This design comes from an exercise in tuning for small area on the open sky130 flow, not from production work.
Where RTL was checked, it was by simulation tests only, not by an equivalence proof against the original.
No functional check of the RTL was part of run 8.
Power figures rest on the tool's default switching activity, not on a simulated workload.

===== flow/standard.sh =====
#!/bin/bash
# synth_recipe.tcl (not shown) runs the flow's synth.tcl, then flattens the netlist and writes it again
# the make line also repeats each setting of config.mk as NAME=value (left out here)
make -C /OpenROAD-flow-scripts/flow DESIGN_CONFIG=/design/flow/config.mk WORK_HOME=/design/flow/orfs CLKGATE_MAP_FILE= SYNTH_SCRIPT=/design/flow/synth_recipe.tcl "${@:-finish}"

===== flow/design.v =====
module alu (
    input clk,
    input [31:0] a,
    input [31:0] b,
    input [4:0] op,
    output reg [31:0] out,
    output wire zflag,
    output reg nflag,
    output reg cflag,
    output reg vflag,
    output wire sflag,
    output reg hflag
);
    assign sflag = nflag ^ vflag;
    wire valid  = ~op[4] & ((~op[3] & (op[2] | op[0])) | (op[3] & ~op[2] & ~(op[1] & op[0])));
    wire op_ld  = ~op[3] & ~op[2] & ~op[1];           
    wire upd_o  = valid;
    wire upd_f  = valid & ~op_ld;
    wire op_add = ~op[2] & op[1] & op[0];             
    wire op_sub = op[2] & ~op[1] & ~op[0];            
    wire op_and = op[2] & ~op[1] & op[0];             
    wire op_or  = op[2] & op[1] & ~op[0];             
    wire op_xor = op[2] & op[1] & op[0];              
    wire op_sh  = op[3] & (op[1] | op[0]);            
    wire op_sl  = op[3] & op[0];                      
    wire op_sr  = op[3] & op[1];                      
    wire arith  = op_add | op_sub;
    wire bsel1 = op[1] | op[3] | (op[2] & op[0]);       
    wire bsel0 = ~op[1] & ~op[0] & (op[2] | op[3]);     
    wire [31:0] bb = (b & {32{bsel1}}) | (~b & {32{bsel0}});
    wire [31:0] g  = a & bb;
    wire [31:0] t  = a | bb;
    wire [31:0] q  = a ^ bb;
    wire [7:0] bg, bp;
    genvar k;
    generate
        for (k = 0; k < 8; k = k + 1) begin : blk
            assign bg[k] = g[4*k+3] | (t[4*k+3] & g[4*k+2]) | (t[4*k+3] & t[4*k+2] & g[4*k+1])
                         | (t[4*k+3] & t[4*k+2] & t[4*k+1] & g[4*k]);
            assign bp[k] = t[4*k+3] & t[4*k+2] & t[4*k+1] & t[4*k];
        end
    endgenerate
    wire [8:0] bc;
    assign bc[0] = op[2];    
    generate
        for (k = 0; k < 8; k = k + 1) begin : bcar
            assign bc[k+1] = bg[k] | (bp[k] & bc[k]);
        end
    endgenerate
    wire [32:0] c;
    generate
        for (k = 0; k < 8; k = k + 1) begin : icar
            assign c[4*k]   = bc[k];
            assign c[4*k+1] = g[4*k]   | (t[4*k]   & c[4*k]);
            assign c[4*k+2] = g[4*k+1] | (t[4*k+1] & c[4*k+1]);
            assign c[4*k+3] = g[4*k+2] | (t[4*k+2] & c[4*k+2]);
        end
    endgenerate
    assign c[32] = bc[8];
    wire [31:0] kk  = ({32{arith}} & c[31:0]) | ({32{op_or}} & g) | ({32{op_and}} & t);
    wire [31:0] sum = q ^ kk;
    wire [15:0] hg = a[15:0] & b[15:0];
    wire [15:0] ht = a[15:0] | b[15:0];
    wire [3:0] hbg, hbp;
    generate
        for (k = 0; k < 4; k = k + 1) begin : hblk
            assign hbg[k] = hg[4*k+3] | (ht[4*k+3] & hg[4*k+2]) | (ht[4*k+3] & ht[4*k+2] & hg[4*k+1])
                          | (ht[4*k+3] & ht[4*k+2] & ht[4*k+1] & hg[4*k]);
            assign hbp[k] = ht[4*k+3] & ht[4*k+2] & ht[4*k+1] & ht[4*k];
        end
    endgenerate
    wire hc1 = hbg[0];
    wire hc2 = hbg[1] | (hbp[1] & hc1);
    wire hc3 = hbg[2] | (hbp[2] & hc2);
    wire k16 = hbg[3] | (hbp[3] & hc3);
    wire [4:0] s = b[4:0] - 5'd1;
    wire sh_ok = (b[31:6] == 26'd0) & (b[5] ? (b[4:0] == 5'd0) : (b[4:0] != 5'd0));
    wire [31:0] ar;
    generate
        for (k = 0; k < 32; k = k + 1) begin : rev
            assign ar[k] = a[31-k];
        end
    endgenerate
    wire [31:0] x  = op[1] ? ar : a;
    wire [31:0] x1 = s[0] ? {x[30:0], 1'b0} : x;
    wire [31:0] x2 = s[1] ? {x1[29:0], 2'b0} : x1;
    wire [31:0] x3 = s[2] ? {x2[27:0], 4'b0} : x2;
    wire [31:0] x4 = s[3] ? {x3[23:0], 8'b0} : x3;
    wire [31:0] sh = s[4] ? {x4[15:0], 16'b0} : x4;
    wire [31:0] shr;
    generate
        for (k = 0; k < 31; k = k + 1) begin : rev2
            assign shr[k] = sh[30-k];
        end
    endgenerate
    assign shr[31] = 1'b0;
    wire en_sl = valid & op_sl & sh_ok;
    wire en_sr = valid & op_sr & sh_ok;
    wire sel_sum = valid & ~op_sh;
    wire [31:0] res = ({32{sel_sum}} & sum)
                    | ({32{en_sl}} & {sh[30:0], 1'b0})
                    | ({32{en_sr}} & shr);
    wire vv = (res[31] & ~a[31] & ~b[31]) | (~res[31] & a[31] & b[31]);
    wire n_n = res[31];
    wire v_n = (arith | op_xor | op_sh) & vv;
    wire c_n = (arith & (c[32] ^ op[2])) | (op_sh & sh_ok & sh[31]);
    wire h_n = (op_add & c[16]) | (op_sub & ~k16 & (b[15:0] != 16'd0)) | (op_sh & sh_ok & sh[15]);
    reg z_live, z_save;
    assign zflag = z_live ? (out == 32'd0) : z_save;
    wire op_ldv = valid & op_ld;
    wire [31:0] out_n = res | ({32{~upd_o}} & out);
    always @(posedge clk) begin
        out <= out_n;
        if (upd_f | op_ldv) z_live <= upd_f;
        if (op_ldv) z_save <= zflag;
        if (upd_f) begin
            nflag <= n_n;
            cflag <= c_n;
            vflag <= v_n;
            hflag <= h_n;
        end
    end
endmodule

===== flow/flow/my_abc_proc.tcl =====
# Yosys's abc pass runs the ABC script named by MY_ABC_SCRIPT instead of
# ORFS's abc_area/abc_speed script; everything else is synth_recipe.tcl.
proc abc {args} {
  if {[info exists ::env(MY_ABC_SCRIPT)] && $::env(MY_ABC_SCRIPT) ne ""} {
    set i [lsearch $args -script]
    if {$i >= 0} { set args [lreplace $args [expr {$i+1}] [expr {$i+1}] $::env(MY_ABC_SCRIPT)] }
  }
  puts "my_synth: abc [lsearch -inline -all $args *.script]"
  yosys abc {*}$args
}

===== flow/flow/run.sh =====
#!/bin/bash
# Own layout flow: the standard ORFS flow (standard.sh) with two changes:
#  - synthesis runs synth_recipe.tcl with Yosys's abc pass pointed at an
#    area-oriented ABC mapping script (flow/abc_area.script);
#  - no full/half-adder extraction before ABC (ADDER_MAP_FILE empty);
#  - the port buffers that global placement inserts are buf_1 cells.
set -euo pipefail
W=$(pwd)
{ head -1 synth_recipe.tcl; cat flow/my_abc_proc.tcl; tail -n +2 synth_recipe.tcl; } > my_synth.tcl
export MY_ABC_SCRIPT=$W/flow/abc_area.script
bash standard.sh SYNTH_SCRIPT=$W/my_synth.tcl \
  "BUFFER_PORTS_ARGS=-buffer_cell sky130_fd_sc_hd__buf_1" ADDER_MAP_FILE= finish > standard_flow.log 2>&1

===== flow/flow/abc_area.script =====
strash
&get -n
&dch
&nf -R 1000
&put

===== flow/config.mk =====
export PLATFORM = sky130hd
export DESIGN_NAME = alu
export DESIGN_NICKNAME = alu
export VERILOG_FILES = /design/flow/design.v
export SDC_FILE = /design/flow/constraint.sdc
export NUM_CORES = 4
export LEC_CHECK = 0
export ABC_AREA = 1
export CAP_MARGIN = 0
export CORE_MARGIN = 2
export CORE_UTILIZATION = 40
export CTS_BUF_LIST = sky130_fd_sc_hd__clkbuf_8
export CTS_CLUSTER_DIAMETER = 100
export CTS_CLUSTER_SIZE = 40
export SLEW_MARGIN = 0

===== flow/constraint.sdc =====
create_clock -name core_clock -period 6.5 [get_ports {clk}]
set_input_delay 1.3000 -clock core_clock [delete_from_list [all_inputs] [get_ports {clk}]]
set_output_delay 1.3000 -clock core_clock [all_outputs]
set_load 0.01 [all_outputs]

==> results of run 1 <==
[registers in the layout (all words and copies together), names as in the netlist]
register and flops:
out 32, hflag 1, nflag 1, cflag 1, z_save 1, z_live 1
vflag 1
[metrics by stage]
stage / hold slack (ns) / setup TNS (ns) / total power [mW] / utilization, %
2_1_floorplan: 0.4783 / 0 / 0.7116 / -
6_report: 0.4974 / 0 / 1.159 / 48.55
5_1_grt: 0.5147 / 0 / 1.243 / 48.55
3_3_place_gp: 0.4734 / 0 / 0.9477 / 47.61
4_1_cts: 0.4951 / 0 / 1.145 / 48.43
3_5_place_dp: 0.4794 / -0.3248 / 0.9505 / 47.61
[cell type report]
cell class,instances,area share [%]
Clock buffer,5,1.066
Sequential cell,38,12.72
Tap cell,176,3.412
Timing Repair Buffer,132,9.362
Clock inverter,3,0.6203
Inverter,5,0.2908
Multi-Input combinational cell,847,72.53
[routing by layer]
layer  share of wire (%)  vias to the layer above  wire length, um
met4                 2.2                        0              478
met1                  47                     3241            10280
met5                   0                        -                0
li1                    -                     3567                -
met3                 6.1                       33             1337
met2                  45                      268             9806
[cell families (layout without fill, tap and decap cells)]
family / after synthesis / after routing / synth area share, %
and+or+nand+nor: 432 / 432 / 33.39
AOI/OAI and AO/OA: 332 / 332 / 36.28
muxes: 47 / 47 / 9.259
DFF: 38 / 38 / 14.96
xor gates and xnor gates: 35 / 35 / 5.587
buffers and inverters: 5 / 145 / 0.3421
adders and majority gates: 1 / 1 / 0.1824
[cell usage in the layout (no fill, tap or decap), drive strengths merged, types with 12 or more instances in the layout]
cell	synthesis	layout
nor3	14	14
o21ai	134	134
nand2b	13	13
xnor2	25	25
nor4	15	15
or2	19	19
o221ai	12	12
nor2	143	143
mux2	20	20
nand2	194	194
a22oi	20	20
dfxtp	32	32
o22ai	17	17
a21oi	78	78
o211ai	27	27
buf	0	130
mux2i	26	26
[power breakdown]
group          internal (mW)  leakage, nW  switching [mW]
sequential             0.285        0.319          0.0357
clock                  0.113       0.0579          0.0851
combinational          0.223         2.04           0.417
total                  0.621         2.41           0.538
[critical path: cells and delay by family]
| kind | cells | cell delay [ns] |
|---|---|---|
| compound gates | 14 | 3.04 |
| buf+inv | 2 | 0.33 |
| mux | 1 | 0.32 |
| simple gates | 9 | 1.18 |
[how the worst max path moves through the flow]
stage | from | to | slack (ns) | cells after the start
3_5_place_dp | op[1] | vflag | -0.19 | 26
2_1_floorplan | op[3] | vflag | 0.05 | 23
6_report | op[1] | vflag | 0.47 | 26
4_1_cts | op[1] | vflag | 0.1 | 26
5_1_grt | op[2] | vflag | 0.009 | 26
3_3_place_gp | op[1] | vflag | 0.03 | 26
[repair_timing]
| item | in CTS | in global routing |
|---|---|---|
| setup endpoints to repair | 0 | 4 |
| gates resized for setup | 0 | 6 |
| setup buffers | 0 | 0 |
| hold endpoints to repair | 0 | 0 |
==> notes.md, run 1 <==
#FFs+latches synth 38; Post-synth EDFFs 6; CTS tree yes; initial antenna violation count 0; Setup-failing EPs final 0; routed length per instance 18.16 um; post-synth top area share 13.27%; DR vias/cell 5.895; gr usage total 29.71%; R2R Path Start out[7]; # DRC 0; CTS buffer count 5; CP Capture Type register; kind of critical path in -> reg; pwr/cell area 179.5 nW/um^2; die height 121.1 um; Slew HR 36.74%; FFs w/ async S/R, synth 0%; # rows 42; top post-synthesis cells by area nand2_1 (13%), o21ai_0 (12%), dfxtp_1 (12%); final setup skew 0.005388 ns; RSZ-0062 raised after global routing false; final WL 21900 um; critical path data arrival time 6.18 ns; top_reg_cell synth dfxtp_1; die area 14670 um^2; Post-Synthesis Cells 890; Mean Syn Cell Area 6.165 um^2; Final Critical Period 6.034 ns; Register Area 820.8 um^2; Bufs on Longest Clock Path 2; Clk pin slew, worst setup/hold paths 0.07 ns; pre-CTS setup slack -0.1927 ns; chip width 121.1 um; most frequent CP cell nand2_1; vias in the first global route 6246; Unique masters post-synth 46; required time worst endpoint 6.65 ns; share of cells above drive strength 1 4.078%; Hold Path End out[0]; worst reg2reg path depth 4; HPWL after detailed placement 17570 um; sequential share of the synthesized area 14.96%; Final Hold Viols 0; top cells by count, synth nand2_1 (194), nor2_1 (143), o21ai_0 (134); FILL cells 1483; count leader, synth nand2_1; leak pwr 2.414 nW; # hold bufs at CTS 0; max cap viols 0; Worst Hold Class reg -> reg; worst hold path depth 1; Routed Antenna Nets 0; Starting Density 41.27%; TritonRoute pass-1 iters 5; grt total ovfl 0; final setup margin 0.4661 ns; ant diodes 0; synth warn 1; Slew @ Worst Pin 0.9489 ns; final instance area 6455 um^2; first-pass GRT wire length 34150 um; mapped cell area 5487 um^2; clock sink total 38; grt met1 use 43.43%; drt first-iter violations 732; Slowest-stage cell, CP o311ai_2; maximum clock frequency 165.7 MHz; Worst path max stage delay 0.38 ns; RR Endpoint z_save; Layout area overhead 17.65%; CTS root buf clkbuf_8; M2 GR Usage 47.16%; I/O pins 108; Max FO, Critical Path 32; CORE AREA 13300 um^2; worst vdd ir 0.07502 mV; status no timing/DRC/antenna violations; worst hold path startpoint out[0]; PortBufs 107; gr busiest metal met2; largest net degree at the start of global routing 61; flop2flop setup slack 4.99 ns; Final Non-Filler Cells 1206; Skew-Pair Late Insertion Delay 0.30 ns; CTS H-Tree Depth 2; GPL Wtd Cong 0.9740; dpl cell area 6330 um^2; max-slew violation count 0; syn_nets 960; GR Layer Usage met3 1.833%; # nets final 1099; largest area contributor in the netlist nand2_1; startpoint type of the worst setup path input pin; fin crit share 92.83%; footprint of the multi-input gates 4682 um^2; DP Cell Count 1198; vias 7109
==> inputs of run 2 (changes only) <==
--- a/flow/config.mk
+++ b/flow/config.mk
@@ -8,3 +8,3 @@
 export ABC_AREA = 1
-export CAP_MARGIN = 0
+export CAP_MARGIN = 20
 export CORE_MARGIN = 2
@@ -14,2 +14,2 @@
 export CTS_CLUSTER_SIZE = 40
-export SLEW_MARGIN = 0
+export SLEW_MARGIN = 20
==> run 2 against run 1 <==
Clock skew is the same. Die area is the same. Global-route usage is the same. Count of clock-buffer cells in the layout is the same. Maximum frequency is the same. Final area is the same.
==> notes.md, run 2 <==
CORE AREA 13300 um^2 (unchanged); Max FO, Critical Path 32 (unchanged); clock sink total 38 (unchanged); gr busiest metal met2; Routed Antenna Nets 0 (unchanged); total power 1.159 mW (unchanged); Setup-failing EPs final 0 (unchanged); die height 121.1 um (unchanged); top_reg_cell synth dfxtp_1; pwr/cell area 179.5 nW/um^2 (unchanged); syn_nets 960 (unchanged); initial antenna violation count 0 (unchanged); top post-synthesis cells by area nand2_1 (13%), o21ai_0 (12%), dfxtp_1 (12%); mux contribution to synthesized area 9.259% (unchanged); Slew @ Worst Pin 0.9489 ns (unchanged); count leader, synth nand2_1; first-pass GRT wire length 34150 um (unchanged); routed length per instance 18.16 um (unchanged); Skew-Pair Late Insertion Delay 0.30 ns (about the same); Post-CTS Resized 0 (unchanged); worst reg2reg path depth 4 (unchanged); FILL cells 1483 (unchanged); largest area contributor in the netlist nand2_1; vias 7109 (unchanged); grt met1 use 43.43% (unchanged); # nets final 1099 (unchanged); footprint of the multi-input gates 4682 um^2 (unchanged); Post-Synth XOR/XNOR Area 5.587% (unchanged); CP Capture Type register; Unique masters post-synth 46 (unchanged); die area 14670 um^2 (unchanged); CTS tree yes; # hold bufs at CTS 0 (unchanged); number of flip-flops in the largest register 32 (unchanged); R2R Path Start out[7]; GR Layer Usage met3 1.833% (unchanged); critical path data arrival time 6.18 ns (about the same); # rows 42 (unchanged); Post-Synth Simple-Gate Area 33.39% (unchanged); Post-Synthesis Cells 890 (unchanged); most frequent cells in the layout nand2_1 (194), nor2_1 (143), o21ai_0 (132), buf_1 (105), a21oi_1 (77); maximum clock frequency 165.7 MHz (unchanged); Largest Register out; final WL 21900 um (unchanged); Final Hold Viols 0 (unchanged); Slew HR 36.74% (unchanged); CTS buffer count 5 (unchanged); Clk pin slew, worst setup/hold paths 0.07 ns (about the same); Hold Path End out[0]; complex-gate fraction of the synthesized area 36.28% (unchanged); Worst Hold Class reg -> reg; Layout area overhead 17.65% (unchanged); Bufs on Longest Clock Path 2 (unchanged); #FFs+latches synth 38 (unchanged); Mean Syn Cell Area 6.165 um^2 (unchanged); HPWL after detailed placement 17570 um (unchanged); status no timing/DRC/antenna violations; share of cells above drive strength 1 4.078% (unchanged); top cells by count, synth nand2_1 (194), nor2_1 (143), o21ai_0 (134); most common cell after layout, fill and taps aside nand2_1; Register Area 820.8 um^2 (unchanged); RSZ-0062 raised after global routing false; CTS root buf clkbuf_8; Final Critical Period 6.034 ns (unchanged); sequential share of the synthesized area 14.96% (unchanged); required time worst endpoint 6.65 ns (about the same); RR Endpoint z_save; flop2flop setup slack 4.99 ns (about the same); chip width 121.1 um (unchanged); pre-CTS setup slack -0.1927 ns (unchanged); TritonRoute pass-1 iters 5 (unchanged); largest net degree at the start of global routing 61 (unchanged); # DRC 0 (unchanged); vias in the first global route 6246 (unchanged); main combinational cell family by area after synthesis compound AO/OA/AOI/OAI gates; worst hold path startpoint out[0]; drt first-iter violations 732 (unchanged); Post-Synth Adder-Cell Area 0.1824% (unchanged); M2 GR Usage 47.16% (unchanged); PortBufs 107 (unchanged); max-slew violation count 0 (unchanged); worst hold path depth 1 (unchanged); final setup margin 0.4661 ns (unchanged); final setup skew 0.005388 ns (unchanged); kind of critical path in -> reg; post-synth top area share 13.27% (unchanged); mapped cell area 5487 um^2 (unchanged); ant diodes 0 (unchanged); FFs w/ async S/R, synth 0% (unchanged); worst vdd ir 0.07502 mV (unchanged); setup TNS 0 ns (unchanged); max cap viols 0 (unchanged); GPL Wtd Cong 0.9740 (unchanged); Starting Density 41.27% (unchanged); synth warn 1 (unchanged); gr usage total 29.71% (unchanged); DR vias/cell 5.895 (unchanged); CTS H-Tree Depth 2 (unchanged); grt total ovfl 0 (unchanged); fin crit share 92.83% (unchanged); I/O pins 108 (unchanged); leak pwr 2.414 nW (unchanged); startpoint type of the worst setup path input pin; Post-CTS Setup Inserts 0 (unchanged); Post-synth EDFFs 6 (unchanged)
## run 2: cell counts in the layout (fill, tap and decap cells not counted)
No cell type changed its count.
## run 2: cells by family after synthesis
kind of cell    count (synthesis)
compound gates                332
xor+xnor                       35
fa+ha+maj                       1
buf+inv                         5
flops                          38
mux                            47
simple gates                  432
## run 2: critical path: stages
cell	delay (ns)
clkbuf_2	0.17
nor2_1	0.18
o21ai_2	0.10
buf_12	0.16
o21ai_1	0.23
or2_0	0.22
nand2_1	0.09
o31ai_2	0.32
o21ai_0	0.23
a21oi_2	0.25
a31oi_1	0.17
nor3_1	0.22
nor3_1	0.11
o22ai_1	0.28
a41oi_1	0.25
o311ai_2	0.38
nand2_1	0.09
nand2_1	0.09
nand2_1	0.06
nand2_1	0.12
a21oi_1	0.07
a2bb2oi_1	0.18
mux2_1	0.32
a21oi_1	0.29
o21ai_0	0.15
a21oi_1	0.14
## run 2: layer usage
layer	share of wire [%]	routed length, um
met4	2.2	478
met2	45	9806
met5	0	0
met3	6.1	1337
met1	47	10280
## run 2: layout make-up
cell class              count  area share, %
repair buffers            132          9.362
flip-flops and latches     38          12.72
clock inverters             3         0.6203
clock buffers               5          1.066
well taps                 176          3.412
inverters                   5         0.2908
multi-input cells         847          72.53
## run 2: power breakdown
| group | switching [mW] | internal [mW] | leakage [nW] |
|---|---|---|---|
| Sequential | 0.0357 | 0.285 | 0.319 |
| Combinational | 0.417 | 0.223 | 2.04 |
| Clock | 0.0851 | 0.113 | 0.0579 |
## run 2: worst max-delay path by stage
stage | start | to | slack, ns | cells after the start
global route | op[2] | vflag | 0.009 | 26
floorplan | op[3] | vflag | 0.05 | 23
global placement | op[1] | vflag | 0.03 | 26
finish | op[1] | vflag | 0.47 | 26
detailed placement | op[1] | vflag | -0.19 | 26
CTS | op[1] | vflag | 0.1 | 26
## run 2: stage by stage
step                instance area (um^2)  hold slack (ns)  std cells  utilization [%]
floorplan                           5487           0.4783        890                -
global placement                    6330           0.4734       1198            47.61
detailed placement                  6330           0.4794       1198            47.61
CTS                                 6439           0.4951       1206            48.43
global route                        6455           0.5147       1206            48.55
finish                              6455           0.4974       1206            48.55
==> inputs of run 3 (changes only) <==
==> flow/flow/abc_area.script (replaced) <==
strash
&get -n
&dch -f
&nf -R 1000
&put
==> run 3 against run 2 <==
First-iteration DRC count is 13% lower. Count of clock-buffer cells in the layout is the same. Via count up 0.66%. Cell count fell by 0.58%. Final area down 1.1%. Sequential power about the same. Setup slack improved by 0.18 ns. Maximum frequency grew 3.0%. Synthesized cell count shrank 0.45%. Critical path depth up 2. Critical path type unchanged.
==> notes.md, run 3 <==
status no timing/DRC/antenna violations; count leader, synth nand2_1; # hold bufs at CTS 0 (unchanged); Clock Power Share 14.3% (-2.8 points); Layout area overhead 16.97%; post-synth top area share 13.42% (+0.14 points); largest area contributor in the netlist nand2_1; Final Non-Filler Cells 1199 (-0.58%); CP Capture Type register; most common cell after layout, fill and taps aside nand2_1; gr usage total 29.92% (+0.20 points); setup TNS 0 ns (unchanged); leak pwr 2.353 nW (-2.5%); # rows 42 (unchanged); dpl cell area 6290 um^2 (-0.63%); final WL 22250 um (+1.6%); top_reg_cell synth dfxtp_1; TritonRoute pass-1 iters 6 (+1); most frequent cells in the layout nand2_1 (195), o21ai_0 (134), nor2_1 (130), buf_1 (105), a21oi_1 (85); Post-synth EDFFs 6 (unchanged); Max FO, Critical Path 18 (-44%); top cells by count, synth nand2_1 (195), o21ai_0 (136), nor2_1 (130); Post-CTS Resized 0 (unchanged); Starting Density 41.03% (-0.24 points); final instance area 6381 um^2 (-1.1%); Mean Syn Cell Area 6.157 um^2 (-0.12%); #FFs+latches synth 38 (unchanged); # DRC 0 (unchanged); startpoint type of the worst setup path input pin; CTS H-Tree Depth 2 (unchanged); complex-gate fraction of the synthesized area 37.52% (+1.2 points); Post-Synth Adder-Cell Area 0.1835% (+0.0010 points); GPL Wtd Cong 1.007 (+3.4%); syn_nets 956 (-0.42%); largest net degree at the start of global routing 65 (+6.6%); maximum clock frequency 170.7 MHz (+3.0%); # nets final 1092 (-0.64%); Routed Antenna Nets 0 (unchanged); critical path data arrival time 5.98 ns (-0.20 ns); grt total ovfl 0 (unchanged); Post-Synth XOR/XNOR Area 5.619% (+0.032 points); ant diodes 0 (unchanged); Largest Register out; fin crit share 90.13% (-2.7 points); Worst Hold Class reg -> reg; CORE AREA 13300 um^2 (unchanged); number of flip-flops in the largest register 32 (unchanged); Post-Synth Simple-Gate Area 32.43% (-0.96 points); combinational power share 56.9% (+1.7 points); PortBufs 107 (unchanged); HPWL after detailed placement 17640 um (+0.40%); final setup margin 0.6414 ns (+0.1753 ns); kind of critical path in -> reg; CTS root buf clkbuf_8; main combinational cell family by area after synthesis compound AO/OA/AOI/OAI gates; Skew-Pair Late Insertion Delay 0.29 ns (about the same); DP Cell Count 1191 (-0.58%); max cap viols 0 (unchanged); Final Hold Viols 0 (unchanged); top post-synthesis cells by area nand2_1 (13%), o21ai_0 (12%), dfxtp_1 (12%); pwr/cell area 176.4 nW/um^2 (-1.8%); drt first-iter violations 639 (-13%); Post-Route Utilization 48.00% (-0.56 points); die height 120.8 um (-0.28%); Slew HR 25.86% (-11 points); power share of the sequential group 28.7% (+1.0 points); NetSw 547.8 uW (+1.8%); first-pass GRT wire length 33910 um (-0.71%); vias in the first global route 6093 (-2.4%); routed length per instance 18.55 um (+2.2%); final setup skew 0.003225 ns (-0.002163 ns); share of cells above drive strength 1 3.910% (-0.17 points); CTS buffer count 5 (unchanged); Post-Synthesis Cells 886 (-0.45%); sequential share of the synthesized area 15.05% (+0.086 points); synth warn 1 (unchanged); Post-CTS Setup Inserts 0 (unchanged); RSZ-0062 raised after global routing false; chip width 120.8 um (-0.28%); Clk pin slew, worst setup/hold paths 0.08 ns (about the same); DR vias/cell 5.968 (+1.2%); Unique masters post-synth 40 (-13%); Setup-failing EPs final 0 (unchanged); die area 14590 um^2 (-0.55%); clock sink total 38 (unchanged); max-slew violation count 0 (unchanged); initial antenna violation count 0 (unchanged); sw frac 48.67% (+2.2 points); required time worst endpoint 6.62 ns (-0.03 ns); worst vdd ir 0.08005 mV (+6.7%); pre-CTS setup slack 0.3283 ns (+0.5210 ns); Final Critical Period 5.859 ns (-0.1753 ns); vias 7156 (+0.66%); mux contribution to synthesized area 8.647% (-0.61 points); I/O pins 108 (unchanged); mapped cell area 5455 um^2 (-0.57%); internal power 577.8 uW (-6.9%); FFs w/ async S/R, synth 0% (unchanged); CTS tree yes; Bufs on Longest Clock Path 2 (unchanged); Slew @ Worst Pin 1.112 ns (+0.1632 ns)
[run 3: final timing paths]
path / startpoint / to / slack, ns / depth (start not counted)
setup / recovery: op[0] / vflag / 0.64 / 28
hold / removal: out[1] / out[1] / 0.53 / 2
setup reg to reg: out[23] / z_save / 5.15 / 4
hold reg to reg: out[1] / out[1] / 0.53 / 2
[run 3: final cells by class]
class                           count  area [um^2]
Fill cell                        1453         6914
Clock buffer                        5        68.82
Tap cell                          176        220.2
Multi-Input combinational cell    840         4656
Clock inverter                      3        16.27
Inverter                            8        30.03
Sequential cell                    38        820.8
Timing Repair Buffer              129        569.3
[run 3: cells by family after synthesis]
kind of cell	Yosys count
buf+inv	8
simple gates	416
mux	45
fa+ha+maj	1
compound gates	343
flops	38
xor+xnor	35
[run 3: routing by layer]
layer,up-vias,track usage [%],part of all wire (%)
met5,-,0,0
li1,3579,-,-
met2,338,46.89,44
met4,0,8.794,2.7
met1,3208,42.60,44
met3,31,4.057,8.8
[run 3: critical path, cell delays in order]
cell and delay [ns]:
buf_1 0.17, nor2_1 0.23, o21ai_2 0.11, buf_4 0.21, o21ai_0 0.20, nand2_1 0.16
o211a_1 0.26, o22ai_1 0.22, nand2_1 0.11, o211ai_1 0.10, nand3_1 0.15, nor3_1 0.21
a211oi_1 0.10, o31ai_1 0.35, a21oi_1 0.18, o31ai_2 0.36, nand2_1 0.08, o221ai_1 0.11
nand2_1 0.08, nand2_1 0.11, o21ai_0 0.12, nand2_1 0.09, nand3_1 0.08, o221ai_1 0.13
xnor2_1 0.10, o22ai_1 0.27, a21oi_1 0.13, a311oi_1 0.25
[run 3: power groups by stage]
stage | logic [mW] | registers (mW) | clock network (mW)
floorplan | 0.377 | 0.339 | 0
CTS | 0.626 | 0.322 | 0.159
global placement | 0.621 | 0.326 | 0
detailed placement | 0.625 | 0.327 | 0
global route | 0.704 | 0.328 | 0.170
finish | 0.641 | 0.323 | 0.161
[run 3: per-stage QoR]
stage	total power, mW	hold WS [ns]
final	1.126	0.5276
after global routing	1.202	0.5517
after CTS	1.108	0.5305
after detailed placement	0.9523	0.5127
after global placement	0.9470	0.5068
after floorplan	0.7163	0.5183
==> inputs of run 4 (changes only) <==
==> flow/flow/abc_area.script (replaced) <==
strash
&get -n
&dch -f -x
&nf -R 1000
&put
==> run 4 against run 3 <==
Still clean. Via count increased by 0.74%. Maximum frequency down 2.3%. Sequential power is essentially flat. Critical path type unchanged.
==> notes.md, run 4 <==
most common cell after layout, fill and taps aside nand2_1; final WL 21870 um (-1.7%); CORE AREA 13240 um^2 (-0.40%); Bufs on Longest Clock Path 2 (unchanged); routed length per instance 18.21 um (-1.9%); Post-Route Utilization 49.02% (+1.0 points); Post-CTS Setup Inserts 0 (unchanged); #FFs+latches synth 38 (unchanged); GPL Wtd Cong 0.9612 (-4.6%); Final Critical Period 5.996 ns (+0.1373 ns); Worst path max stage delay 0.33 ns (-0.03 ns); pre-CTS setup slack 0.02264 ns (-0.3057 ns); flop2flop setup slack 4.81 ns (-0.34 ns); most frequent cells in the layout nand2_1 (210), nor2_1 (128), o21ai_0 (106), buf_1 (105), a21oi_1 (73); Final Hold Viols 0 (unchanged); # rows 42 (unchanged); Starting Density 41.11% (+0.078 points); vias in the first global route 6293 (+3.3%); HPWL after detailed placement 17130 um (-2.9%); Setup-failing EPs final 0 (unchanged); # hold bufs at CTS 0 (unchanged); top_reg_cell synth dfxtp_1; CTS root buf clkbuf_8; setup TNS 0 ns (unchanged); Largest Register out; final setup margin 0.5041 ns (-0.1373 ns); Slowest-stage cell, CP or3_1; Unique masters post-synth 44 (+10%); syn_nets 951 (-0.52%); fin crit share 92.24% (+2.1 points); CTS buffer count 5 (unchanged); Register Area 820.8 um^2 (unchanged); footprint of the multi-input gates 4653 um^2 (about the same); mapped cell area 5444 um^2 (-0.21%); dpl cell area 6320 um^2 (+0.48%); mux contribution to synthesized area 8.895% (+0.25 points); CTS H-Tree Depth 2 (unchanged); count leader, synth nand2_1; leak pwr 2.536 nW (+7.8%); Worst Hold Class reg -> reg; sequential share of the synthesized area 15.08% (+0.031 points); Clk pin slew, worst setup/hold paths 0.09 ns (about the same); PortBufs 107 (unchanged); Post-CTS Resized 0 (unchanged); FILL cells 1488 (+2.4%); die area 14560 um^2 (-0.20%); drt first-iter violations 861 (+35%); ant diodes 0 (unchanged); status no timing/DRC/antenna violations; startpoint type of the worst setup path input pin; I/O pins 108 (unchanged); top cells by count, synth nand2_1 (210), nor2_1 (128), o21ai_0 (109); FFs w/ async S/R, synth 0% (unchanged); largest area contributor in the netlist nand2_1; Routed Antenna Nets 0 (unchanged); DR vias/cell 6.002 (+0.57%); maximum clock frequency 166.8 MHz (-2.3%); max-slew violation count 0 (unchanged); # DRC 0 (unchanged); final setup skew 0.005022 ns (+0.001797 ns); chip width 120.7 um (about the same); required time worst endpoint 6.66 ns (+0.04 ns); # nets final 1094 (+0.18%); Skew-Pair Late Insertion Delay 0.31 ns (+0.02 ns); CTS tree yes; final instance area 6491 um^2 (+1.7%); Slew @ Worst Pin 1.003 ns (-0.1092 ns); pwr/cell area 187.3 nW/um^2 (+6.2%); die height 120.7 um (about the same); most frequent CP cell nand2_1; number of flip-flops in the largest register 32 (unchanged); synth warn 1 (unchanged); max cap viols 0 (unchanged); largest net degree at the start of global routing 65 (unchanged); Max FO, Critical Path 7 (-11); gr usage total 29.72% (-0.20 points); complex-gate fraction of the synthesized area 34.41% (-3.1 points); grt total ovfl 0 (unchanged); Post-synth EDFFs 6 (unchanged); critical path data arrival time 6.15 ns (+0.17 ns); clock sink total 38 (unchanged); Post-Synthesis Cells 881 (-0.56%); post-synth top area share 14.48% (+1.1 points); TritonRoute pass-1 iters 6 (unchanged); Post-Synth Adder-Cell Area 0.1839% (+0.00038 points); kind of critical path in -> reg; share of cells above drive strength 1 4.683% (+0.77 points); Slew HR 32.81% (+6.9 points); first-pass GRT wire length 33980 um (+0.20%); vias 7209 (+0.74%); top post-synthesis cells by area nand2_1 (14%), dfxtp_1 (12%), o21ai_0 (10%); Layout area overhead 19.24%; worst vdd ir 0.09097 mV (+14%); main combinational cell family by area after synthesis simple AND/OR/NAND/NOR gates; initial antenna violation count 0 (unchanged); CP Capture Type register; Post-Synth XOR/XNOR Area 5.631% (+0.012 points); Post-Synth Simple-Gate Area 35.19% (+2.8 points); Mean Syn Cell Area 6.179 um^2 (+0.36%)
[run 4: changes by cell type in the layout (fill, tap and decap cells not counted), moves of 5 or more]
cell      change
o21ai_0      -28
o211ai_1     -12
buf_4         +6
a222oi_1     +11
a22oi_1       +7
a21oi_1      -12
nand3_1      +22
nand2_1      +15
a221oi_1      -5
[run 4: routing by layer]
layer | vias up | GRT usage [%] | routed length, um
met5 | - | 0 | 0
met4 | 0 | 14.32 | 1098
met3 | 55 | 3.632 | 1726
met2 | 346 | 46.75 | 9572
met1 | 3241 | 40.16 | 9467
li1 | 3567 | - | -
[run 4: area by class of cell]
| class | count | area share [%] |
|---|---|---|
| clock buffers | 5 | 1.060 |
| clock inverters | 3 | 1.060 |
| inverters | 9 | 0.5204 |
| multi-input cells | 834 | 71.68 |
| flip-flops and latches | 38 | 12.64 |
| well taps | 176 | 3.392 |
| repair buffers | 136 | 9.638 |
[run 4: power by group]
group          internal (mW)  switching (mW)
Combinational          0.221           0.421
Sequential             0.285          0.0362
Clock                  0.154          0.0986
[run 4: worst paths after layout]
path / from / endpoint / depth (start not counted)
max: op[2] / vflag / 29
min: out[0] / out[0] / 2
max reg2reg: out[27] / z_save / 4
min reg2reg: out[0] / out[0] / 2
[run 4: cell families after synthesis]
family / Yosys count
buffers and inverters: 9
DFF: 38
adders and majority gates: 1
AOI/OAI and AO/OA: 304
xor gates and xnor gates: 35
and+or+nand+nor: 448
muxes: 46
[run 4: worst max-delay path, delay by kind of cell]
kind | cells | cell delay (ns)
xor+xnor | 1 | 0.15
simple gates | 12 | 2.13
buf+inv | 1 | 0.26
compound gates | 15 | 2.31
[run 4: through the flow]
step | power, mW | instances | hold WS (ns)
detailed placement | 0.9491 | 1193 | 0.4534
floorplan | 0.7129 | 881 | 0.4742
finish | 1.216 | 1201 | 0.4671
global route | 1.300 | 1201 | 0.4916
global placement | 0.9494 | 1193 | 0.4519
CTS | 1.202 | 1201 | 0.4677
==> inputs of run 5 (changes only) <==
==> flow/flow/abc_area.script (replaced) <==
strash
&get -n
&dch -f
&nf -R 1000
&put
--- a/flow/config.mk
+++ b/flow/config.mk
@@ -10,3 +10,3 @@
 export CORE_MARGIN = 2
-export CORE_UTILIZATION = 40
+export CORE_UTILIZATION = 50
 export CTS_BUF_LIST = sky130_fd_sc_hd__clkbuf_8
==> run 5 against run 4 <==
Still clean on timing, DRC and antenna. Non-clock buffer count fell by 9. Largest cell class unchanged. Final area fell by 2.4%. Critical endpoint unchanged. Largest power group unchanged. Clock power fell by 23%.
==> notes.md, run 5 <==
flop2flop setup slack 4.73 ns (-0.08 ns); post-synth top area share 13.42% (-1.1 points); worst hold path depth 2 (unchanged); share of cells above drive strength 1 3.428% (-1.3 points); top_reg_cell synth dfxtp_1; FILL cells 1117 (-25%); pwr/cell area 183.5 nW/um^2 (-2.0%); HPWL after detailed placement 17730 um (+3.6%); #FFs+latches synth 38 (unchanged); Post-Synthesis Cells 886 (+0.57%); Largest Register out; max cap viols 0 (unchanged); Post-Synth XOR/XNOR Area 5.619% (-0.012 points); clock sink total 38 (unchanged); sequential share of the synthesized area 15.05% (-0.031 points); Worst path max stage delay 0.41 ns (+0.08 ns); maximum clock frequency 165.1 MHz (-1.0%); Starting Density 50.77% (+9.7 points); largest net degree at the start of global routing 65 (unchanged); vias in the first global route 6251 (-0.67%); CTS buffer count 5 (unchanged); Routed Antenna Nets 0 (unchanged); DR vias/cell 6.348 (+5.8%); # hold bufs at CTS 0 (unchanged); TritonRoute pass-1 iters 7 (+1); Final Critical Period 6.058 ns (+0.06220 ns); kind of critical path in -> reg; syn_nets 956 (+0.53%); PortBufs 107 (unchanged); mux contribution to synthesized area 8.647% (-0.25 points); Unique masters post-synth 40 (-9.1%); routed wl met3 1958 um (+13%); top cells by count, synth nand2_1 (195), o21ai_0 (136), nor2_1 (130); main combinational cell family by area after synthesis compound AO/OA/AOI/OAI gates; complex-gate fraction of the synthesized area 37.52% (+3.1 points); top sig layer met4; drt first-iter violations 776 (-9.9%); most frequent cells in the layout nand2_1 (195), o21ai_0 (134), nor2_1 (130), buf_1 (105), a21oi_1 (85); routed length per instance 18.98 um (+4.2%); final WL 22040 um (+0.78%); worst reg2reg path depth 4 (unchanged); Final Hold Viols 0 (unchanged); initial antenna violation count 1 (+1); final setup skew 0.007095 ns (+0.002073 ns); WP depth 27 (-6.9%); count leader, synth nand2_1; number of flip-flops in the largest register 32 (unchanged); Post-Synth Adder-Cell Area 0.1835% (-0.00038 points); Clk pin slew, worst setup/hold paths 0.07 ns (-0.02 ns); Met1 Wirelength 9435 um (-0.34%); status no timing/DRC/antenna violations; GPL Wtd Cong 0.9617 (about the same); worst vdd ir 0.1681 mV (+85%); most common cell after layout, fill and taps aside nand2_1; RSZ-0062 raised after global routing false; startpoint type of the worst setup path input pin; # DRC 0 (unchanged); most frequent CP cell nand2_1; mapped cell area 5455 um^2 (+0.21%); CTS H-Tree Depth 2 (unchanged); vias 7370 (+2.2%); critical path data arrival time 6.18 ns (+0.03 ns); top post-synthesis cells by area nand2_1 (13%), o21ai_0 (12%), dfxtp_1 (12%); CTS root buf clkbuf_8; crit-path leading delay family compound AO/OA/AOI/OAI gates; grt total ovfl 0 (unchanged); Slowest-stage cell, CP o31ai_1; ant diodes 0 (unchanged); Post-Synth Simple-Gate Area 32.43% (-2.8 points); CTS tree yes; synth warn 1 (unchanged); setup TNS 0 ns (unchanged); required time worst endpoint 6.62 ns (-0.04 ns); Post-synth EDFFs 6 (unchanged); # rows 38 (-9.5%); I/O pins 108 (unchanged); Skew-Pair Late Insertion Delay 0.30 ns (about the same); max-slew violation count 0 (unchanged); CP Capture Type register; Worst Hold Class reg -> reg; CORE AREA 10750 um^2 (-19%); chip width 108.5 um (-10%); WL met2 9865 um (+3.1%); # nets final 1090 (-0.37%); first-pass GRT wire length 33440 um (-1.6%); Bufs on Longest Clock Path 2 (unchanged); Post-CTS Resized 0 (unchanged); CP bufs+invs 2 (+1); die height 108.5 um (-10%); fin crit share 93.20% (+0.96 points); Max FO, Critical Path 24 (+17); largest area contributor in the netlist nand2_1; Slew @ Worst Pin 1.115 ns (+0.1123 ns); Post-CTS Setup Inserts 0 (unchanged); Post-Route Utilization 58.94% (+9.9 points); FFs w/ async S/R, synth 0% (unchanged); Setup-failing EPs final 0 (unchanged); Mean Syn Cell Area 6.157 um^2 (-0.36%); gr usage total 36.89% (+7.2 points); leak pwr 2.357 nW (-7.0%); Slew HR 25.66% (-7.2 points); Layout area overhead 16.10%; die area 11760 um^2 (-19%)
[run 5: cell count changes in the layout (fill, tap and decap cells not counted), sizes merged, moves of 5 or more]
cell | before | now
a221oi | 4 | 9
nand2 | 210 | 195
a22oi | 27 | 20
o21ai | 109 | 136
buf | 134 | 125
a222oi | 11 | 0
a21oi | 73 | 85
o211ai | 19 | 31
nand3 | 33 | 11
[run 5: cells by family after synthesis]
group                    after synthesis
AO/OA/AOI/OAI                        343
XOR/XNOR                              35
adder cells (fa/ha/maj)                1
buffers and inverters                  8
flip-flops                            38
multiplexers                          45
AND/OR/NAND/NOR                      416
[run 5: worst min-delay path, cell delays in order (launching register included)]
cell and delay, ns:
dfxtp_1 0.35, a22oi_1 0.09, o211ai_1 0.08
[run 5: power by group]
| group | total (mW) | switching (mW) | internal [mW] | leakage (nW) |
|---|---|---|---|---|
| logic | 0.646 | 0.427 | 0.219 | 1.98 |
| clock network | 0.194 | 0.0822 | 0.112 | 0.0570 |
| registers | 0.322 | 0.0371 | 0.285 | 0.319 |
[run 5: final timing paths]
| check | startpoint | end |
|---|---|---|
| hold / removal | out[4] | out[4] |
| setup reg to reg | out[23] | z_save |
| setup / recovery | op[0] | vflag |
| hold reg to reg | out[4] | out[4] |
[run 5: per-layer routing]
layer | GRT usage (%) | vias to the layer above
li1 | - | 3571
met1 | 49.40 | 3369
met2 | 59.69 | 375
met3 | 5.184 | 55
met4 | 14.38 | 0
met5 | 0 | -
[run 5: area by class of cell]
class                   count  area, um^2  area share (%)
multi-input cells         840        4647           73.37
inverters                   8       30.03          0.4741
clock inverters             3       37.54          0.5927
repair buffers            127       554.3           8.751
clock buffers               5       68.82           1.087
well taps                 140       175.2           2.766
flip-flops and latches     38       820.8           12.96
[run 5: per-stage QoR]
step | setup WS [ns] | hold slack (ns) | total power, mW | cell area, um^2 | instances
detailed placement | 0.2903 | 0.5259 | 0.9516 | 6226 | 1153
finish | 0.4419 | 0.5399 | 1.162 | 6334 | 1161
floorplan | 0.3420 | 0.5183 | 0.7163 | 5455 | 886
global placement | 0.6627 | 0.5077 | 0.9360 | 6226 | 1153
global route | 0.02731 | 0.5622 | 1.237 | 6334 | 1161
CTS | 0.5937 | 0.5394 | 1.144 | 6332 | 1161
==> inputs of run 6 (changes only) <==
==> flow/flow/abc_area.script (replaced) <==
strash
&get -n
&dch
&nf -R 1000
&put
--- a/flow/config.mk
+++ b/flow/config.mk
@@ -10,4 +10,4 @@
 export CORE_MARGIN = 2
-export CORE_UTILIZATION = 50
-export CTS_BUF_LIST = sky130_fd_sc_hd__clkbuf_8
+export CORE_UTILIZATION = 40
+export CTS_BUF_LIST = sky130_fd_sc_hd__clkbuf_4 sky130_fd_sc_hd__clkbuf_8
 export CTS_CLUSTER_DIAMETER = 100
==> run 6 against run 5 <==
Still clean on timing, DRC and antenna. Wire length is 0.59% lower. Setup slack better by 0.024 ns. Non-clock buffer count is 5 higher. Die area is 25% higher. Global-route usage is 7.2 points lower. Clock skew is 0.0017 ns lower. Via count is 3.5% lower. Cell count is 3.9% higher. Sequential share of layout area is 0.24 points lower. Core utilization is 10 points lower. Critical path type unchanged. Largest cell class unchanged.
==> notes.md, run 6 <==
required time worst endpoint 6.65 ns (+0.03 ns); worst reg2reg path depth 4 (unchanged); final WL 21900 um (-0.59%); CP Capture Type register; kind of critical path in -> reg; CORE AREA 13300 um^2 (+24%); fin crit share 92.83% (-0.37 points); Starting Density 41.27% (-9.5 points); #FFs+latches synth 38 (unchanged); Met1 Wirelength 10280 um (+9.0%); Max FO, Critical Path 32 (+33%); top post-synthesis cells by area nand2_1 (13%), o21ai_0 (12%), dfxtp_1 (12%); CTS tree yes; CTS buffer count 5 (unchanged); Layout area overhead 17.65%; largest net degree at the start of global routing 61 (-6.2%); GPL Wtd Cong 0.9740 (+1.3%); maximum clock frequency 165.7 MHz (+0.40%); TritonRoute pass-1 iters 5 (-2); worst hold path startpoint out[0]; most frequent cells in the layout nand2_1 (194), nor2_1 (143), o21ai_0 (132), buf_1 (105), a21oi_1 (77); gr usage total 29.71% (-7.2 points); critical path data arrival time 6.18 ns (about the same); final setup margin 0.4661 ns (+0.02418 ns); routed length per instance 18.16 um (-4.3%); HPWL after detailed placement 17570 um (-0.91%); grt total ovfl 0 (unchanged); post-synth top area share 13.27% (-0.14 points); Final Critical Period 6.034 ns (-0.02418 ns); RSZ-0062 raised after global routing false; top sig layer met4; dpl cell area 6330 um^2 (+1.7%); chip width 121.1 um (+12%); RR Endpoint z_save; DP Cell Count 1198 (+3.9%); first-pass GRT wire length 34150 um (+2.1%); # hold bufs at CTS 0 (unchanged); startpoint type of the worst setup path input pin; vias 7109 (-3.5%); share of cells above drive strength 1 4.078% (+0.65 points); number of flip-flops in the largest register 32 (unchanged); max-slew violation count 0 (unchanged); max cap viols 0 (unchanged); # DRC 0 (unchanged); Hold Path End out[0]; I/O pins 108 (unchanged); clock sink total 38 (unchanged); Skew-Pair Late Insertion Delay 0.30 ns (about the same); syn_nets 960 (+0.42%); Final Non-Filler Cells 1206 (+3.9%); # rows 42 (+11%); initial antenna violation count 0 (-1); # nets final 1099 (+0.83%); ant diodes 0 (unchanged); synth warn 1 (unchanged); Clk pin slew, worst setup/hold paths 0.07 ns (about the same); Post-Synthesis Cells 890 (+0.45%); flop2flop setup slack 4.99 ns (+0.26 ns); die area 14670 um^2 (+25%); Setup-failing EPs final 0 (unchanged); worst vdd ir 0.07502 mV (-55%); Post-synth EDFFs 6 (unchanged); count leader, synth nand2_1; routed wl met3 1337 um (-32%); Slew HR 36.74% (+11 points); Worst Hold Class reg -> reg; Mean Syn Cell Area 6.165 um^2 (+0.12%); status no timing/DRC/antenna violations; worst hold path depth 1 (-1); most common cell after layout, fill and taps aside nand2_1; Final Hold Viols 0 (unchanged); PortBufs 107 (unchanged); leak pwr 2.414 nW (+2.4%); final instance area 6455 um^2 (+1.9%); CTS H-Tree Depth 2 (unchanged); setup TNS 0 ns (unchanged); sequential share of the synthesized area 14.96% (-0.086 points); FILL cells 1483 (+33%); CTS root buf clkbuf_8; die height 121.1 um (+12%); Bufs on Longest Clock Path 2 (unchanged); Unique masters post-synth 46 (+15%); pwr/cell area 179.5 nW/um^2 (-2.2%); Largest Register out; pre-CTS setup slack -0.1927 ns (-0.4830 ns); final setup skew 0.005388 ns (-0.001707 ns); Routed Antenna Nets 0 (unchanged); Slew @ Worst Pin 0.9489 ns (-0.1663 ns); mapped cell area 5487 um^2 (+0.57%); R2R Path Start out[7]; vias in the first global route 6246 (-0.080%); top_reg_cell synth dfxtp_1; FFs w/ async S/R, synth 0% (unchanged); top cells by count, synth nand2_1 (194), nor2_1 (143), o21ai_0 (134); largest area contributor in the netlist nand2_1; DR vias/cell 5.895 (-7.1%); drt first-iter violations 732 (-5.7%); WL met2 9806 um (-0.60%)
[run 6: timing repair]
action	CTS	global route
gates resized for setup	0	6
setup buffers	0	0
hold endpoints to repair	0	0
endpoints found under the setup margin	0	4
[run 6: how the worst max path moves through the flow]
stage	endpoint	slack, ns	depth (start not counted)	from
2_1_floorplan	vflag	0.05	23	op[3]
3_3_place_gp	vflag	0.03	26	op[1]
3_5_place_dp	vflag	-0.19	26	op[1]
4_1_cts	vflag	0.1	26	op[1]
5_1_grt	vflag	0.009	26	op[2]
6_report	vflag	0.47	26	op[1]
[run 6: per-stage QoR]
step	util [%]	hold WS, ns	power (mW)
global placement	47.61	0.4734	0.9477
floorplan	-	0.4783	0.7116
CTS	48.43	0.4951	1.145
finish	48.55	0.4974	1.159
detailed placement	47.61	0.4794	0.9505
global route	48.55	0.5147	1.243
[run 6: per-layer routing]
metal  up-vias  global-route usage [%]
met1      3241                   43.43
li1       3567                       -
met2       268                   47.16
met5         -                       0
met4         0                   7.922
met3        33                   1.833
[run 6: report_power, final]
group | switching (mW) | internal, mW
logic | 0.417 | 0.223
clock network | 0.0851 | 0.113
registers | 0.0357 | 0.285
total | 0.538 | 0.621
[run 6: cells by family (layout without fill, tap and decap cells)]
| group | Yosys count | count (layout) | share of synthesized area, % |
|---|---|---|---|
| compound gates | 332 | 332 | 36.28 |
| fa+ha+maj | 1 | 1 | 0.1824 |
| mux | 47 | 47 | 9.259 |
| xor+xnor | 35 | 35 | 5.587 |
| flops | 38 | 38 | 14.96 |
| simple gates | 432 | 432 | 33.39 |
| buf+inv | 5 | 145 | 0.3421 |
[run 6: cell type report]
class	count	area, um^2	share of cell area (%)
repair buffers	132	604.3	9.362
clock buffers	5	68.82	1.066
inverters	5	18.77	0.2908
well taps	176	220.2	3.412
flip-flops and latches	38	820.8	12.72
clock inverters	3	40.04	0.6203
multi-input cells	847	4682	72.53
[run 6: critical path, cell delays in order]
cell and delay, ns:
clkbuf_2 0.17, nor2_1 0.18, o21ai_2 0.10, buf_12 0.16, o21ai_1 0.23, or2_0 0.22, nand2_1 0.09, o31ai_2 0.32
o21ai_0 0.23, a21oi_2 0.25, a31oi_1 0.17, nor3_1 0.22, nor3_1 0.11, o22ai_1 0.28, a41oi_1 0.25, o311ai_2 0.38
nand2_1 0.09, nand2_1 0.09, nand2_1 0.06, nand2_1 0.12, a21oi_1 0.07, a2bb2oi_1 0.18, mux2_1 0.32, a21oi_1 0.29
o21ai_0 0.15, a21oi_1 0.14
==> inputs of run 7 (changes only) <==
==> flow/flow/abc_area.script (replaced) <==
strash
&get -n
&dch -f
&nf -R 1000
&put
--- a/flow/config.mk
+++ b/flow/config.mk
@@ -11,5 +11,5 @@
 export CORE_UTILIZATION = 40
-export CTS_BUF_LIST = sky130_fd_sc_hd__clkbuf_4 sky130_fd_sc_hd__clkbuf_8
-export CTS_CLUSTER_DIAMETER = 100
-export CTS_CLUSTER_SIZE = 40
+export CTS_BUF_LIST = sky130_fd_sc_hd__clkbuf_4
+export CTS_CLUSTER_DIAMETER = 60
+export CTS_CLUSTER_SIZE = 10
 export SLEW_MARGIN = 20
==> run 7 against run 6 <==
Global-route usage rose by 0.22 points. Critical endpoint unchanged. Flip-flop and latch count unchanged. Die area is 0.55% lower. Largest cell class unchanged. Clock power down 38%. Setup slack better by 0.15 ns. Combinational power barely moved. Critical path type unchanged. Largest power group unchanged.
==> notes.md, run 7 <==
status no timing/DRC/antenna violations; PortBufs 107 (unchanged); critical path data arrival time 6.07 ns (-0.11 ns); ant diodes 0 (unchanged); routed length per instance 18.55 um (+2.1%); setup TNS 0 ns (unchanged); initial antenna violation count 0 (unchanged); CP Capture Type register; DR vias/cell 5.967 (+1.2%); number of flip-flops in the largest register 32 (unchanged); CTS tree yes; top_reg_cell synth dfxtp_1; worst hold path startpoint out[30]; CTS buffer count 5 (unchanged); Register Area 820.8 um^2 (unchanged); sequential share of the synthesized area 15.05% (+0.086 points); die area 14590 um^2 (-0.55%); chip width 120.8 um (-0.28%); largest area contributor in the netlist nand2_1; syn_nets 956 (-0.42%); # DRC 0 (unchanged); sw frac 49.83% (+3.4 points); Worst path max stage delay 0.43 ns (+0.05 ns); flop2flop setup slack 5.12 ns (+0.13 ns); Mean Syn Cell Area 6.157 um^2 (-0.12%); Post-synth EDFFs 6 (unchanged); required time worst endpoint 6.69 ns (+0.04 ns); Bufs on Longest Clock Path 2 (unchanged); crit-path leading delay family compound AO/OA/AOI/OAI gates; Unique masters post-synth 40 (-13%); GPL Wtd Cong 1.007 (+3.4%); CP bufs+invs 2 (unchanged); worst vdd ir 0.06807 mV (-9.3%); RSZ-0062 raised after global routing false; R2R Path Start out[15]; die height 120.8 um (-0.28%); final WL 22240 um (+1.5%); Routed Antenna Nets 0 (unchanged); Clock Power Share 11.3% (-5.8 points); worst reg2reg path depth 4 (unchanged); worst hold path depth 2 (+1); largest net degree at the start of global routing 65 (+6.6%); hold slack 0.5310 ns (+0.03364 ns); Post-CTS Setup Inserts 0 (unchanged); share of cells above drive strength 1 3.812% (-0.27 points); max cap viols 0 (unchanged); vias in the first global route 6082 (-2.6%); NetSw 540.3 uW (+0.39%); first-pass GRT wire length 33890 um (-0.75%); most common cell after layout, fill and taps aside nand2_1; pre-CTS setup slack 0.3283 ns (+0.5210 ns); Setup-failing EPs final 0 (unchanged); Max FO, Critical Path 18 (-44%); Hold Path End out[30]; synth warn 1 (unchanged); # nets final 1092 (-0.64%); FILL cells 1458 (-1.7%); footprint of the multi-input gates 4651 um^2 (-0.67%); startpoint type of the worst setup path input pin; FFs w/ async S/R, synth 0% (unchanged); post-synth top area share 13.42% (+0.14 points); pwr/cell area 170.9 nW/um^2 (-4.8%); Met1 Wirelength 9819 um (-4.5%); WL met2 9872 um (+0.67%); Slew HR 26.02% (-11 points); Post-CTS Resized 0 (unchanged); combinational power share 59.0% (+3.8 points); Layout area overhead 16.31%; Final Critical Period 5.885 ns (-0.1487 ns); most frequent CP cell nand2_1; Starting Density 41.03% (-0.24 points); routed wl met3 1972 um (+47%); dpl cell area 6290 um^2 (-0.63%); mapped cell area 5455 um^2 (-0.57%); Worst Hold Class reg -> reg; Post-Synthesis Cells 886 (-0.45%); # hold bufs at CTS 0 (unchanged); leak pwr 2.339 nW (-3.1%); TritonRoute pass-1 iters 5 (unchanged); internal power 544.1 uW (-12%); RR Endpoint z_save; clock sink total 38 (unchanged); Slew @ Worst Pin 1.110 ns (+0.1607 ns); kind of critical path in -> reg; fin crit share 90.54% (-2.3 points); top sig layer met4; drt first-iter violations 685 (-6.4%); power share of the sequential group 29.7% (+2.0 points); Slowest-stage cell, CP o31ai_1; Largest Register out; Clk pin slew, worst setup/hold paths 0.12 ns (+0.05 ns); vias 7155 (+0.65%); Final Hold Viols 0 (unchanged); Post-Route Utilization 47.72% (-0.83 points); max-slew violation count 0 (unchanged); I/O pins 108 (unchanged); final setup skew 0.01259 ns (+0.007199 ns); final instance area 6345 um^2 (-1.7%); #FFs+latches synth 38 (unchanged); # rows 42 (unchanged); CTS root buf clkbuf_4; top post-synthesis cells by area nand2_1 (13%), o21ai_0 (12%), dfxtp_1 (12%); CORE AREA 13300 um^2 (unchanged); maximum clock frequency 169.9 MHz (+2.5%); CTS H-Tree Depth 2 (unchanged); final setup margin 0.6148 ns (+0.1487 ns); HPWL after detailed placement 17640 um (+0.40%); Skew-Pair Late Insertion Delay 0.35 ns (+0.05 ns); gr usage total 29.94% (+0.22 points); count leader, synth nand2_1; most frequent cells in the layout nand2_1 (195), o21ai_0 (134), nor2_1 (130), buf_1 (105), a21oi_1 (85); grt total ovfl 0 (unchanged); top cells by count, synth nand2_1 (195), o21ai_0 (136), nor2_1 (130)
## run 7: cell types whose count changed after synthesis, moves of 4 or more
| cell | before | now |
|---|---|---|
| a21oi_1 | 78 | 85 |
| nand2b_1 | 13 | 7 |
| a311oi_1 | 0 | 4 |
| a211oi_1 | 2 | 9 |
| o211ai_1 | 27 | 31 |
| nor2_1 | 143 | 130 |
| nor3_1 | 14 | 10 |
## run 7: tightest hold or removal path: stages (launching register included)
cell	delay, ns
dfxtp_1	0.37
a221oi_1	0.08
o21ai_0	0.06
## run 7: cell type report
type / instances / area share [%]
multi-input combinational: 840 / 73.30
clock buffer: 5 / 0.5916
inverter: 8 / 0.4733
tap: 176 / 3.471
sequential: 38 / 12.94
timing repair buffer: 129 / 8.973
clock inverter: 3 / 0.2564
## run 7: worst max-delay path by stage
| stage | startpoint | endpoint | cells past startpoint |
|---|---|---|---|
| after floorplan | op[3] | vflag | 26 |
| after global placement | op[0] | vflag | 28 |
| after detailed placement | op[0] | vflag | 28 |
| after CTS | op[0] | vflag | 28 |
| after global routing | op[0] | vflag | 30 |
| final | op[0] | vflag | 28 |
## run 7: power groups by stage
| stage | sequential (mW) | clock (mW) | combinational, mW |
|---|---|---|---|
| final | 0.323 | 0.122 | 0.640 |
| after global routing | 0.327 | 0.134 | 0.703 |
| after CTS | 0.322 | 0.123 | 0.626 |
| after detailed placement | 0.327 | 0 | 0.625 |
| after global placement | 0.326 | 0 | 0.621 |
| after floorplan | 0.339 | 0 | 0.377 |
## run 7: cell families (layout without fill, tap and decap cells)
group           count (synthesis)  in the layout  share of synthesized area [%]
fa+ha+maj                       1              1                         0.1835
xor+xnor                       35             35                          5.619
flops                          38             38                          15.05
mux                            45             45                          8.647
compound gates                343            343                          37.52
buf+inv                         8            145                         0.5505
simple gates                  416            416                          32.43
## run 7: metrics by stage
step                cells  power, mW
detailed placement   1191     0.9523
global route         1199      1.164
finish               1199      1.084
global placement     1191     0.9470
CTS                  1199      1.070
floorplan             886     0.7163
## run 7: routing by layer
layer / track usage [%] / up-vias
met2: 47.00 / 349
met1: 42.68 / 3190
met4: 8.430 / 0
met5: 0 / -
met3: 4.104 / 33
li1: - / 3583
==> inputs of run 8 (changes only) <==
--- a/flow/design.v
+++ b/flow/design.v
@@ -88,10 +88,3 @@
     wire [31:0] x4 = s[3] ? {x3[23:0], 8'b0} : x3;
-    wire [31:0] sh = s[4] ? {x4[15:0], 16'b0} : x4;
-    wire [31:0] shr;
-    generate
-        for (k = 0; k < 31; k = k + 1) begin : rev2
-            assign shr[k] = sh[30-k];
-        end
-    endgenerate
-    assign shr[31] = 1'b0;
+    wire [31:0] sh = s[4] ? {x4[15:0], 16'b0} : x4;    
     wire en_sl = valid & op_sl & sh_ok;
@@ -99,5 +92,15 @@
     wire sel_sum = valid & ~op_sh;
+    wire sl0 = en_sl & ~s[4], sl1 = en_sl & s[4];
+    wire sr0 = en_sr & ~s[4], sr1 = en_sr & s[4];
+    wire [31:0] x4r;     
+    generate
+        for (k = 0; k < 32; k = k + 1) begin : rev3
+            assign x4r[k] = x4[31-k];
+        end
+    endgenerate
     wire [31:0] res = ({32{sel_sum}} & sum)
-                    | ({32{en_sl}} & {sh[30:0], 1'b0})
-                    | ({32{en_sr}} & shr);
+                    | ({32{sl0}} & {x4[30:0], 1'b0})
+                    | ({32{sl1}} & {x4[14:0], 17'b0})
+                    | ({32{sr0}} & {1'b0, x4r[31:1]})
+                    | ({32{sr1}} & {17'b0, x4r[31:17]});
     wire vv = (res[31] & ~a[31] & ~b[31]) | (~res[31] & a[31] & b[31]);
==> flow/flow/abc_area.script (replaced) <==
strash
&get -n
&dch
&nf -R 1000
&put
--- a/flow/config.mk
+++ b/flow/config.mk
@@ -11,5 +11,5 @@
 export CORE_UTILIZATION = 40
-export CTS_BUF_LIST = sky130_fd_sc_hd__clkbuf_4
-export CTS_CLUSTER_DIAMETER = 60
-export CTS_CLUSTER_SIZE = 10
+export CTS_BUF_LIST = sky130_fd_sc_hd__clkbuf_8
+export CTS_CLUSTER_DIAMETER = 100
+export CTS_CLUSTER_SIZE = 40
 export SLEW_MARGIN = 20
==> run 8 against run 7 <==
First-iteration DRC count is 35% higher. Core utilization is 0.90 points higher. Power is 3.2% higher. Die area hardly changed. Hold slack worse by 0.042 ns.
==> notes.md, run 8 <==
status no timing/DRC/antenna violations; max-slew violation count 0 (unchanged); number of flip-flops in the largest register 32 (unchanged); vias 7435 (+3.9%); most common cell after layout, fill and taps aside nand2_1; internal power 582.0 uW (+7.0%); TritonRoute pass-1 iters 6 (+1); maximum clock frequency 166.0 MHz (-2.3%); GPL Wtd Cong 0.9487 (-5.8%); gr usage total 31.13% (+1.2 points); vias in the first global route 6386 (+5.0%); CTS root buf clkbuf_8; Starting Density 41.07% (about the same); sequential share of the synthesized area 15.03% (about the same); CTS H-Tree Depth 2 (unchanged); crit-path leading delay family compound AO/OA/AOI/OAI gates; CORE AREA 13300 um^2 (unchanged); Slowest-stage cell, CP a211o_1; grt total ovfl 0 (unchanged); Slew @ Worst Pin 1.045 ns (-0.06493 ns); Routed Antenna Nets 0 (unchanged); RSZ-0062 raised after global routing false; Post-CTS Resized 0 (unchanged); NetSw 537.5 uW (-0.52%); PortBufs 107 (unchanged); Max FO, Critical Path 6 (-12); Worst Hold Class reg -> reg; Post-CTS Setup Inserts 0 (unchanged); CP bufs+invs 1 (-1); synth warn 1 (unchanged); combinational power share 55.3% (-3.7 points); Slew HR 30.12% (+4.1 points); total power 1.119 mW (+3.2%); most frequent CP cell a21oi_1; Final Critical Period 6.022 ns (+0.1373 ns); final WL 23330 um (+4.9%); Largest Register out; final setup skew 0.008934 ns (-0.003653 ns); post-synth top area share 12.83% (-0.59 points); Final Hold Viols 0 (unchanged); most frequent cells in the layout nand2_1 (167), nor2_1 (147), o21ai_0 (139), buf_1 (106), a21oi_1 (83); syn_nets 959 (+0.31%); HPWL after detailed placement 18470 um (+4.7%); mapped cell area 5460 um^2 (about the same); setup TNS 0 ns (unchanged); routed length per instance 19.26 um (+3.9%); kind of critical path in -> reg; critical path data arrival time 6.08 ns (about the same); # DRC 0 (unchanged); # hold bufs at CTS 0 (unchanged); clock sink total 38 (unchanged); first-pass GRT wire length 35380 um (+4.4%); share of cells above drive strength 1 4.831% (+1.0 points); DR vias/cell 6.140 (+2.9%); fin crit share 92.65% (+2.1 points); initial antenna violation count 0 (unchanged); worst vdd ir 0.07822 mV (+15%); Layout area overhead 18.40%; Clk pin slew, worst setup/hold paths 0.08 ns (-0.04 ns); drt first-iter violations 923 (+35%); top cells by count, synth nand2_1 (167), nor2_1 (149), o21ai_0 (140); FILL cells 1453 (-0.34%); CTS tree yes; die area 14600 um^2 (about the same); Clock Power Share 15.8% (+4.5 points); leak pwr 2.375 nW (+1.5%); Post-Synthesis Cells 889 (+0.34%); footprint of the multi-input gates 4667 um^2 (+0.35%); largest area contributor in the netlist o21ai_0; ant diodes 0 (unchanged); top post-synthesis cells by area o21ai_0 (13%), dfxtp_1 (12%), nand2_1 (11%); # nets final 1104 (+1.1%); Bufs on Longest Clock Path 2 (unchanged); Register Area 820.8 um^2 (unchanged); die height 120.8 um (about the same); Unique masters post-synth 44 (+10%); startpoint type of the worst setup path input pin; #FFs+latches synth 38 (unchanged); largest net degree at the start of global routing 36 (-45%); power share of the sequential group 28.9% (-0.8 points); pwr/cell area 173.2 nW/um^2 (+1.3%); Worst path max stage delay 0.45 ns (+0.02 ns); CP Capture Type register; I/O pins 108 (unchanged); Setup-failing EPs final 0 (unchanged); chip width 120.8 um (about the same); count leader, synth nand2_1; max cap viols 0 (unchanged); CTS buffer count 5 (unchanged); FFs w/ async S/R, synth 0% (unchanged); # rows 42 (unchanged); top_reg_cell synth dfxtp_1; Mean Syn Cell Area 6.142 um^2 (-0.25%); Post-synth EDFFs 6 (unchanged); required time worst endpoint 6.56 ns (-0.13 ns); sw frac 48.01% (-1.8 points); Skew-Pair Late Insertion Delay 0.30 ns (-0.05 ns)
run 8: cell types whose count changed after synthesis, sizes merged, moves of 8 or more:
cell    previous run  this run
o221ai            15         6
and2               5        19
nand2            195       167
nand3             11        21
a22oi             20         7
o211ai            31        23
a21o               1        13
or2               20        10
a222oi             0        11
nor2             130       149
run 8: worst min-delay path, stage by stage, from the launching register on:
cell     delay [ns]
dfxtp_1        0.33
nand2_1        0.06
nand3_1        0.05
run 8: final cells by class:
class	count	share of cell area, %
Timing Repair Buffer	138	9.832
Clock buffer	6	1.277
Clock inverter	2	0.1935
Inverter	7	0.4064
Multi-Input combinational cell	844	72.19
Tap cell	176	3.406
Sequential cell	38	12.70
run 8: final timing paths:
kind,startpoint,endpoint,slack (ns),cells past startpoint
worst max-delay path,op[2],vflag,0.48,28
worst min-delay path,out[0],out[0],0.49,2
worst max register to register,out[7],z_save,4.95,4
worst min register to register,out[0],out[0],0.49,2
run 8: power groups by stage:
stage               registers [mW]  logic (mW)  clock network, mW
detailed placement           0.328       0.599                  0
finish                       0.323       0.619              0.177
floorplan                    0.337       0.360                  0
global placement             0.328       0.598                  0
global route                 0.327       0.682              0.188
CTS                          0.323       0.601              0.177
run 8: routing by layer:
layer,vias up,share of wire (%),global-route usage [%]
li1,3628,-,-
met1,3375,43,44.26
met2,388,43,47.93
met3,44,9.4,3.632
met4,0,4.2,11.63
met5,-,0,0
run 8: metrics by stage:
stage	std cells	hold slack [ns]	area (um^2)	util (%)	setup slack [ns]
6_report	1211	0.4886	6465	48.63	0.4775
5_1_grt	1211	0.5319	6465	48.63	0.02760
4_1_cts	1211	0.4916	6447	48.49	0.3051
3_5_place_dp	1203	0.4787	6352	47.78	0.01598
3_3_place_gp	1203	0.4726	6352	47.78	0.1974
2_1_floorplan	889	0.4783	5460	-	0.3227
run 8: cell families (layout without fill, tap and decap cells):
kind of cell    count (synthesis)  count (layout)  synth area share, %
simple gates                  426             426                33.59
compound gates                349             349                38.36
mux                            45              45                8.662
flops                          38              38                15.03
xor+xnor                       23              23                3.689
buf+inv                         7             153               0.4813
fa+ha+maj                       1               1               0.1833

port drivers added, routing unchanged:
Ports are ideal in the flow. The routed layouts listed here were re-timed in OpenROAD.
Step 1 assumes that a clkbuf_16 drives the clock port and a buf_2 every other input.
Step 2 adds t to the input delays and takes it off the output delays; t is the mean of the earliest and latest rising clock arrival at the registers after step 1. Input paths then give back, and output paths get back, about the clock's delay inside the block.
a / b / c = ideal / step 1 / step 2; a / b = the first two.
run | shift t [ns] | setup slack, ns | latest minus earliest clock arrival (ns) | worst slew at a driven data input, ns
run 1 | 0.332 | 0.466 / 0.478 / 0.146 | 0.008 / 0.008 | 0.04
run 2 | 0.332 | 0.466 / 0.478 / 0.146 | 0.008 / 0.008 | 0.04
run 3 | 0.322 | 0.641 / 0.647 / 0.326 | 0.005 / 0.005 | 0.04
run 4 | 0.340 | 0.504 / 0.515 / 0.175 | 0.008 / 0.008 | 0.05
run 5 | 0.328 | 0.442 / 0.449 / 0.121 | 0.010 / 0.010 | 0.04
run 6 | 0.332 | 0.466 / 0.478 / 0.146 | 0.008 / 0.008 | 0.04
run 7 | 0.373 | 0.615 / 0.613 / 0.239 | 0.013 / 0.013 | 0.04
run 8 | 0.328 | 0.478 / 0.485 / 0.157 | 0.012 / 0.012 | 0.04
After both steps setup and hold are still met in every run listed. The setup slack of run 7, which loses most, moves by -0.002 ns with the drivers and by -0.376 ns with both steps.
